Background: an optimization exercise with open tools, aiming at small area, a short achievable clock period and few clock cycles per item. Do not read the settings as production practice. Function was not checked in any run shown here: the RTL went through the layout flow alone. Power and IR drop assume default switching activity.

==> flow/design.v, too long to show whole: its modules and the start of the top module <==
// module multiplicacion: 2056 lines
// module fa_cell: 4 lines
// module ha_cell: 4 lines
module multiplicacion #(
    parameter N = 32
    ) (
    input logic clk, rst,
    input logic valid,
    input logic [N-1:0] A, B,
    output logic [2*N-1:0] Mult,
    output logic done
    );
  // ...
==> flow/flow/run.sh <==
#!/bin/bash
set -e
cat standard.sh > standard_sh_copy.txt
export BUFFER_PORTS_ARGS="-buffer_cell sky130_fd_sc_hd__buf_4"
bash standard.sh > standard.log 2>&1
==> flow/standard.sh <==
#!/bin/bash
# synth_recipe.tcl (not shown) runs the flow's synth.tcl, then flattens the netlist and writes it again
# the make line also repeats each setting of config.mk as NAME=value (left out here)
make -C /OpenROAD-flow-scripts/flow DESIGN_CONFIG=/design/flow/config.mk WORK_HOME=/design/flow/orfs CLKGATE_MAP_FILE= SYNTH_SCRIPT=/design/flow/synth_recipe.tcl "${@:-finish}"
==> flow/config.mk <==
export PLATFORM = sky130hd
export DESIGN_NAME = multiplicacion
export DESIGN_NICKNAME = multiplicacion
export VERILOG_FILES = /design/flow/design.v
export SDC_FILE = /design/flow/constraint.sdc
export NUM_CORES = 4
export LEC_CHECK = 0
export ABC_AREA = 1
export CAP_MARGIN = 20
export CORE_MARGIN = 2
export CORE_UTILIZATION = 55
export SLEW_MARGIN = 20
export SYNTH_HIERARCHICAL = 1
==> flow/constraint.sdc <==
create_clock -name core_clock -period 5.0 [get_ports {clk}]
set_input_delay 1.0000 -clock core_clock [delete_from_list [all_inputs] [get_ports {clk}]]
set_output_delay 1.0000 -clock core_clock [all_outputs]
set_load 0.01 [all_outputs]
==> summary.txt, run 1 <==
antenna violations before repair=4; number of placed I/O pins=132; count of clock buffers in the final design=17; clock buffer and inverter area fraction after layout=about 1.9%; clock-pin transition on the worst setup and hold timing paths=~80 ps; Most common cell on crit path=sky130_fd_sc_hd__fa_1; GR Layer Usage met1=~53%; setup violation total in the final timing report=0; fraction of the yosys area taken by sequential cells=10.2%; post-layout min period=4540 ps; Mapped Area=about 29000 um^2; result of the run=timing/DRC/antenna clean; Clock H-tree levels=4; core utilization of the finished layout=60.2%; number of synthesized register bits=147; horizontal die dimension=between 200 and 250 um; Leak=14.1 nW; top-count cell post-synth=sky130_fd_sc_hd__nand2_1; routed wire length on met2=approximately 44000 um; logic depth of the worst setup path including buffers=9; post-CTS setup-driven buffer insertion count=0; overall fraction of global-route tracks in use=between 30% and 40%; power group with the largest share=combinational cells; fraction of post-synthesis cell area in the top cell type by area=approximately 33%; most frequent cells after synthesis=sky130_fd_sc_hd__nand2_1, sky130_fd_sc_hd__o22ai_1, sky130_fd_sc_hd__fa_1; Synth Area in Simple Gates=between 10% and 20%; Comb power frac=85.1%; number of port buffers=~130; final WL=between 100000 and 150000 um; post-cts resize count=0; number of sinks on the clock net=between 100 and 150; Max stage delay on crit path=between 500 and 600 ps; relative contribution of sequential cells to total power=a little under a tenth; Critical Path Slowest Stage Cell=sky130_fd_sc_hd__fa_1; xor and xnor fraction of the mapped netlist area=between 10% and 20%; multi-input combinational cell count=~2600; Min-Delay Startpoint=rst; most used cells in the layout excluding fill and tap cells=sky130_fd_sc_hd__nand2_1, sky130_fd_sc_hd__o22ai_1, sky130_fd_sc_hd__fa_1, sky130_fd_sc_hd__xnor2_1, sky130_fd_sc_hd__inv_1; count of different cell masters after synthesis=30; Setup Slack @ Placement=around 45 ps; number of nets still failing antenna checks after routing=0; TritonCTS Buffers=17; arrival time worst endpoint=approximately 4900 ps; routed length per placed instance=~25 um
==> inputs of run 2 (changes only) <==
--- a/flow/config.mk
+++ b/flow/config.mk
@@ -9,5 +9,6 @@
 export CAP_MARGIN = 20
 export CORE_MARGIN = 2
 export CORE_UTILIZATION = 55
+export SETUP_SLACK_MARGIN = 0.9
 export SLEW_MARGIN = 20
 export SYNTH_HIERARCHICAL = 1
==> run 2 against run 1 <==
Compared with the run above:
- largest power group unchanged
- first-iteration DRC count is 3.7% higher
- final cell count increased by 0.48%
- sequential share of layout area down 0.26 points
- maximum frequency rose by 9.9%
- critical endpoint is now q126
==> summary.txt, run 2 <==
result of the run=timing/DRC/antenna clean; clock-pin transition on the worst setup and hold timing paths=70 ps (about the same); number of nets at the end of the flow=4168; sum of internal, switching and leakage power=between 20 and 30 mW; TritonCTS clock tree=yes; number of global-route vias before repair=25500; layout overhead on the synthesized area=10.9%; worst hold-check path type=primary input to flip-flop; number of synthesized register bits=147 (unchanged); antenna violations before repair=3 (-1); post-layout min period=4130 ps (-410 ps); Detail Placement HPWL=between 80000 and 90000 um; Post-CTS Hold Fix Bufs=0; first-pass iteration count of the detailed router=8; number of enable-type register cells in the synthesized netlist=0; crit path launch type=primary input; global-route wire length before repair=between 150000 and 200000 um; Root Buffer=sky130_fd_sc_hd__clkbuf_16; areal power density over the cells=~800 nW/um^2; synthesized area divided by synthesized cell count=~8.4 um^2; number of standard cells after synthesis=roughly 3400; largest area contributor in the synthesized netlist=sky130_fd_sc_hd__fa_1; overall fraction of global-route tracks in use=40.1% (+0.51 points); pin count of the biggest net entering global routing=34; Critical Path Slowest Stage Cell=sky130_fd_sc_hd__fa_1; setup TNS after final layout=0 ps; arrival time worst endpoint=4450 ps (-450 ps); Clock H-tree levels=4 (unchanged); primary flip-flop cell chosen by synthesis mapping=sky130_fd_sc_hd__dfxtp_1; category of the most critical setup path=primary input to flip-flop; TritonCTS Buffers=17 (unchanged); Slew Viols, Final=0; count of different cell masters after synthesis=30 (unchanged); Max Clock Freq=approximately 0.24 GHz; transition at the pin with the smallest max-transition slack=~790 ps; Req. time, crit path=approximately 5300 ps; nature of the critical path endpoint=flip-flop; Max stage delay on crit path=520 ps (-40 ps); via count=around 25000; number of rows in the core area=between 80 and 90; most frequent cells after synthesis=sky130_fd_sc_hd__nand2_1, sky130_fd_sc_hd__o22ai_1, sky130_fd_sc_hd__fa_1; routed vias/inst=6.11; fraction of the yosys area taken by sequential cells=10.2% (unchanged); GRT overflow=0; final hold violation count=0; Iteration-0 DRC Markers=between 3000 and 4000; initial core utilization=between 50% and 60%; number of nets still failing antenna checks after routing=0 (unchanged); core utilization of the finished layout=61.9% (+1.7 points); proportion of layout cells with a drive suffix above 1=12.7%; setup violation total in the final timing report=0 (unchanged); RSZ-0062 raised after global routing=yes; fraction of post-synthesis cell area in the top cell type by area=33.4% (unchanged); final WL=107000 um (+1.9%); top-count cell post-synth=sky130_fd_sc_hd__nand2_1; crit path max fanout=7; Post-route DRC=0; number of buffers on the longest clock path=2; crit path cell chain=buf_4, ha_1, clkinvlp_4, buf_6, o22ai_2, fa_1, fa_1, fa_1, fa_1, fa_1; headroom to the max-slew limit=47.1%; core footprint=about 52000 um^2; number of sinks on the clock net=147 (unchanged); cell types occupying the most area after synthesis=sky130_fd_sc_hd__fa_1, sky130_fd_sc_hd__xnor2_1, sky130_fd_sc_hd__o22ai_1; Tcrit/Tclk final=82.6%; chip height=around 230 um; number of placed I/O pins=132 (unchanged); most used cells in the layout excluding fill and tap cells=sky130_fd_sc_hd__nand2_1, sky130_fd_sc_hd__xnor2_1, sky130_fd_sc_hd__fa_1, sky130_fd_sc_hd__o22ai_1, sky130_fd_sc_hd__inv_1; number of antenna repair diodes=0; Min Hold Slack=700 ps; floorplan die area=between 50000 and 60000 um^2; Leak=14.3 nW (+1.4%); routed length per placed instance=25.7 um (+1.4%); most common cell after layout, fill and taps aside=sky130_fd_sc_hd__nand2_1; Max rail drop VDD=about 0.00056 V; Yosys warning total=7; Mapped Area=28800 um^2 (unchanged); number of port buffers=131 (unchanged); fillcell total=4664; gp weighted congestion=1.01; horizontal die dimension=233 um (unchanged); Most common cell on crit path=sky130_fd_sc_hd__fa_1; number of max-cap violations=0; fraction of synthesis flops using an asynchronous set or reset pin=0%
-- run 2: cell counts after synthesis --
No cell type changed its count.
-- run 2: routing by layer --
| layer | up-vias | track usage [%] | part of all wire (%) |
|---|---|---|---|
| met1 | 12300 | 53.4 | 39 |
| met5 | - | 0 | 0 |
| met4 | 0 | 21.8 | 6.2 |
| met3 | 309 | 11.6 | 12 |
| met2 | 1570 | 58.8 | 42 |
| li1 | 11200 | - | - |
-- run 2: critical path: cells and delay by family --
family          cells  cell delay, ps
fa+ha+maj           6            2710
buf+inv             3             510
compound gates      1             210
-- run 2: layout make-up --
| class | count | area (um^2) | share of cell area (%) |
|---|---|---|---|
| clock buffer | 18 | 429 | 1.35 |
| clock inverter | 14 | 199 | 0.624 |
| inverter | 416 | 1620 | 5.07 |
| multi-input combinational | 2641 | 23900 | 74.9 |
| sequential | 147 | 2940 | 9.23 |
| tap | 680 | 851 | 2.67 |
| timing repair buffer | 241 | 1980 | 6.19 |
| timing repair inverter | 1 | 6.26 | 0.0196 |
-- run 2: per-stage QoR --
| stage | instances | setup slack (ps) | cell area (um^2) |
|---|---|---|---|
| floorplan | 3427 | 880 | 29400 |
| finish | 4158 | 870 | 31900 |
| global route | 4158 | 845 | 31900 |
| CTS | 4148 | 900 | 31400 |
| detailed placement | 4113 | 218 | 30600 |
| global placement | 4113 | 185 | 30600 |
-- run 2: worst paths after layout --
kind,start,end,cells after the start
worst max-delay path,B[9],q126,10
worst min-delay path,rst,done,2
-- run 2: timing repair --
| action | CTS | global route |
|---|---|---|
| pin swaps | 0 | 4 |
| setup buffers | 3 | 9 |
| setup endpoints to repair | 20 | 77 |
| resized for setup | 17 | 116 |
| cloned | 0 | 1 |
-- run 2: kinds of logic after synthesis --
group           count (synthesis)  synth area share [%]
simple gates                  887                  12.5
buf+inv                       639                  9.07
fa+ha+maj                     636                  40.2
compound gates                602                  12.7
xor+xnor                      500                  15.2
flops                         147                  10.2
other cells                     1                0.0130
-- run 2: power breakdown --
part           switching (mW)  internal (mW)  total, mW  leakage (nW)
registers               0.312           1.98       2.30          1.24
logic                    13.0           8.78       21.8          12.8
clock network           0.561          0.842       1.40         0.306
-- run 2: modules after synthesis, one instance, submodules excluded --
module / times used / cells / cell area [um^2] / flip-flops and latches
multiplicacion: 1 / 2886 / 18600 / 147
ha_cell: 46 / 1 / 12.5 / 0
fa_cell: 480 / 1 / 20.0 / 0
==> inputs of run 3 (changes only) <==
--- a/flow/config.mk
+++ b/flow/config.mk
@@ -9,6 +9,6 @@
 export CAP_MARGIN = 20
 export CORE_MARGIN = 2
 export CORE_UTILIZATION = 55
-export SETUP_SLACK_MARGIN = 0.9
+export SETUP_SLACK_MARGIN = 1.3
 export SLEW_MARGIN = 20
 export SYNTH_HIERARCHICAL = 1
==> run 3 against run 2 <==
Compared with the run above:
- non-clock buffer count increased by 201
- routed wire length grew 21%
- synthesized area unchanged
- still clean
- critical path depth is 1 lower
==> summary.txt, run 3 <==
result of the run=timing/DRC/antenna clean; Yosys warning total=7 (unchanged); cell types occupying the most area after synthesis=sky130_fd_sc_hd__fa_1, sky130_fd_sc_hd__xnor2_1, sky130_fd_sc_hd__o22ai_1; top-count cell post-synth=sky130_fd_sc_hd__nand2_1; first-pass iteration count of the detailed router=9 (+1); number of port buffers=131 (unchanged); proportion of layout cells with a drive suffix above 1=39.5% (+27 points); number of placed instances, taps included=4114 (+0.024%); nature of the critical path endpoint=flip-flop; Most common cell on crit path=sky130_fd_sc_hd__fa_2; final hold violation count=0 (unchanged); number of max-cap violations=0 (unchanged); Storage cell area=2970 um^2 (+1.1%); initial core utilization=55.9% (unchanged); Max rail drop VDD=0.000699 V (+25%); Req. time, crit path=5340 ps (+20 ps); hold-critical path endpoint=done; routed length per placed instance=29.7 um (+16%); headroom to the max-slew limit=50.2% (+3.1 points); Setup Slack @ Placement=295 ps (+77.1 ps); clock-pin transition on the worst setup and hold timing paths=70 ps (about the same); crit path cell chain=buf_12, buf_4, xnor2_1, o22ai_2, fa_2, fa_2, fa_2, fa_1, fa_2; horizontal die dimension=233 um (unchanged); Min-Delay Startpoint=rst; fraction of synthesis flops using an asynchronous set or reset pin=0% (unchanged); arrival time worst endpoint=4510 ps (+60 ps); Leak=17.2 nW (+20%); number of global-route vias before repair=27800 (+8.9%); footprint of the multi-input gates=28700 um^2 (+20%); floorplan die area=54200 um^2 (unchanged); gp weighted congestion=1.00 (-0.66%); number of placed I/O pins=132 (unchanged); area after detailed placement=32400 um^2 (+5.8%); worst hold-check path type=primary input to flip-flop; via count=28500 (+12%); pin count of the biggest net entering global routing=33 (-2.9%); fraction of post-synthesis cell area in the top cell type by area=33.4% (unchanged); crit path setup slack, layout=835 ps (-35.9 ps); number of enable-type register cells in the synthesized netlist=0 (unchanged); number of synthesized register bits=147 (unchanged); post-layout min period=4170 ps (+35.9 ps); core utilization of the finished layout=77.8% (+16 points); chip height=233 um (unchanged); GRT overflow=0 (unchanged); primary flip-flop cell chosen by synthesis mapping=sky130_fd_sc_hd__dfxtp_1; fraction of the yosys area taken by sequential cells=10.2% (unchanged); TritonCTS clock tree=yes; Max Clock Freq=0.240 GHz (-0.86%); number of standard cells after synthesis=3412 (unchanged); Post-route DRC=0 (unchanged); Mapped Area=28800 um^2 (unchanged); synthesized area divided by synthesized cell count=8.43 um^2 (unchanged); Slew Viols, Final=0 (unchanged); final WL=130000 um (+21%); number of buffers on the longest clock path=2 (unchanged); setup TNS after final layout=0 ps (unchanged); Max stage delay on crit path=650 ps (+130 ps); count of different cell masters after synthesis=30 (unchanged); hold path depth=2 (unchanged); routed vias/inst=6.53 (+7.0%); Tcrit/Tclk final=83.3% (+0.72 points); global-route wire length before repair=179000 um (+13%); setup violation total in the final timing report=0 (unchanged); TritonCTS Buffers=17 (unchanged); layout overhead on the synthesized area=39.3%; number of nets still failing antenna checks after routing=0 (unchanged); fin cells=4366 (+5.0%); number of nets at the end of the flow=4373 (+4.9%); Detail Placement HPWL=88800 um (+2.4%); final instance area=40100 um^2 (+26%); areal power density over the cells=790 nW/um^2 (-1.2%); Root Buffer=sky130_fd_sc_hd__clkbuf_16; RSZ-0062 raised after global routing=yes; number of rows in the core area=83 (unchanged); crit path launch type=primary input; core footprint=51500 um^2 (unchanged); overall fraction of global-route tracks in use=45.8% (+5.8 points); Clock H-tree levels=4 (unchanged); Iteration-0 DRC Markers=3830 (+25%); most frequent cells after synthesis=sky130_fd_sc_hd__nand2_1, sky130_fd_sc_hd__o22ai_1, sky130_fd_sc_hd__fa_1; transition at the pin with the smallest max-transition slack=742 ps (-48.8 ps); category of the most critical setup path=primary input to flip-flop; Post-CTS Hold Fix Bufs=0 (unchanged); antenna violations before repair=5 (+2); fillcell total=3277 (-30%); largest area contributor in the synthesized netlist=sky130_fd_sc_hd__fa_1; crit path max fanout=13 (+6); most used cells in the layout excluding fill and tap cells=sky130_fd_sc_hd__nand2_1, sky130_fd_sc_hd__xnor2_1, sky130_fd_sc_hd__fa_1, sky130_fd_sc_hd__inv_1, sky130_fd_sc_hd__o22ai_1; most common cell after layout, fill and taps aside=sky130_fd_sc_hd__nand2_1; number of sinks on the clock net=147 (unchanged); Critical Path Slowest Stage Cell=sky130_fd_sc_hd__fa_2
run 3: cell count changes in the layout (fill, tap and decap cells not counted), moves of 80 or more:
cell	before	now
sky130_fd_sc_hd__o22ai_2	38	118
sky130_fd_sc_hd__fa_1	461	314
sky130_fd_sc_hd__nand2_2	20	157
sky130_fd_sc_hd__xnor2_1	465	336
sky130_fd_sc_hd__nand2_1	635	455
sky130_fd_sc_hd__o22ai_1	457	308
sky130_fd_sc_hd__xnor2_2	3	84
sky130_fd_sc_hd__fa_2	19	166
run 3: per-module statistics from Yosys (local to each module, per instance):
module | area (um^2) | flip-flops and latches | cells | times used
fa_cell | 20.0 | 0 | 1 | 480
ha_cell | 12.5 | 0 | 1 | 46
multiplicacion | 18600 | 147 | 2886 | 1
run 3: what timing repair did:
| item | 4_1_cts | 5_1_grt |
|---|---|---|
| buffers inserted | 144 | 45 |
| pin swaps | 170 | 271 |
| resized for setup | 591 | 529 |
| cloned | 24 | 4 |
| setup endpoints to repair | 131 | 118 |
run 3: layout make-up:
| cell class | count | share of cell area [%] |
|---|---|---|
| Multi-Input combinational cell | 2641 | 71.7 |
| Timing Repair Buffer | 442 | 12.7 |
| Sequential cell | 147 | 7.42 |
| Inverter | 416 | 4.56 |
| Tap cell | 680 | 2.12 |
| Clock buffer | 17 | 1.06 |
| Clock inverter | 15 | 0.343 |
| Timing Repair inverter | 5 | 0.0999 |
| Antenna cell | 3 | 0.0187 |
run 3: metal layers:
metal	track usage (%)	up-vias	wire length, um
met5	0	-	51
met4	26.6	8	11500
met3	15.7	756	18200
met2	67.7	2339	53900
met1	58.4	13700	46100
li1	-	11700	-
run 3: stage by stage:
| step | total power [mW] | hold WS [ps] |
|---|---|---|
| after global routing | 33.8 | 652 |
| after detailed placement | 23.6 | 1160 |
| final | 31.7 | 666 |
| after CTS | 27.7 | 648 |
| after floorplan | 15.7 | 1030 |
| after global placement | 23.2 | 1160 |
run 3: cell families (layout without fill, tap and decap cells):
logic type / after synthesis / count (layout) / share of synthesized area (%)
flops: 147 / 147 / 10.2
xor+xnor: 500 / 500 / 15.2
simple gates: 887 / 887 / 12.5
other cells: 1 / 19 / 0.0130
compound gates: 602 / 602 / 12.7
fa+ha+maj: 636 / 636 / 40.2
buf+inv: 639 / 895 / 9.07
run 3: worst max path at each step:
stage / cells after the start / to / startpoint / slack [ps]
finish: 9 / q124 / B[13] / 830
global route: 9 / q124 / B[13] / 930
CTS: 13 / Mult[63] / q44 / 1170
detailed placement: 9 / q127 / B[13] / 300
global placement: 9 / q127 / B[13] / 330
floorplan: 13 / q23 / B[11] / 940
run 3: power breakdown:
group	total, mW	internal (mW)	switching, mW	leakage [nW]
combinational	28.0	11.8	16.2	15.7
sequential	2.35	2.01	0.343	1.24
clock	1.28	0.656	0.624	0.263
total	31.7	14.5	17.1	17.2
run 3: critical path: cells and delay by family:
kind | cells | cell delay [ps]
adders and majority gates | 5 | 2400
xor gates and xnor gates | 1 | 500
buffers and inverters | 2 | 340
AOI/OAI and AO/OA | 1 | 260

==> port drivers added, routing unchanged <==
The results above use ideal ports. As a check the final layouts listed here were re-extracted and re-timed, cells and wires unchanged.
Step 1 (the two cells are an assumption about what drives the block):
set clk [get_ports {clk}]
set_driving_cell -lib_cell sky130_fd_sc_hd__clkbuf_16 $clk
set_driving_cell -lib_cell sky130_fd_sc_hd__buf_2 [delete_from_list [all_inputs] $clk]
Step 2, shift: input delay + t, output delay - t, t = (earliest + latest rising clock arrival at the registers) / 2. This alone moves slack from input paths to output paths.
Three values: ideal, step 1, step 2; two values: the first two.
run | t (ns) | setup slack, ns | slew at the worst register clock pin (ns)
run 1 | 0.536 | 0.460 / 0.429 / -0.107 | 0.08 / 0.08
run 2 | 0.520 | 0.870 / 0.914 / 0.395 | 0.07 / 0.07
run 3 | 0.534 | 0.835 / 0.850 / 0.316 | 0.08 / 0.08
With both steps, setup timing fails in run 1, where it was met with ideal ports. For run 1, which loses most, drivers alone change the setup slack by -0.031 ns; drivers and shift together by -0.567 ns.
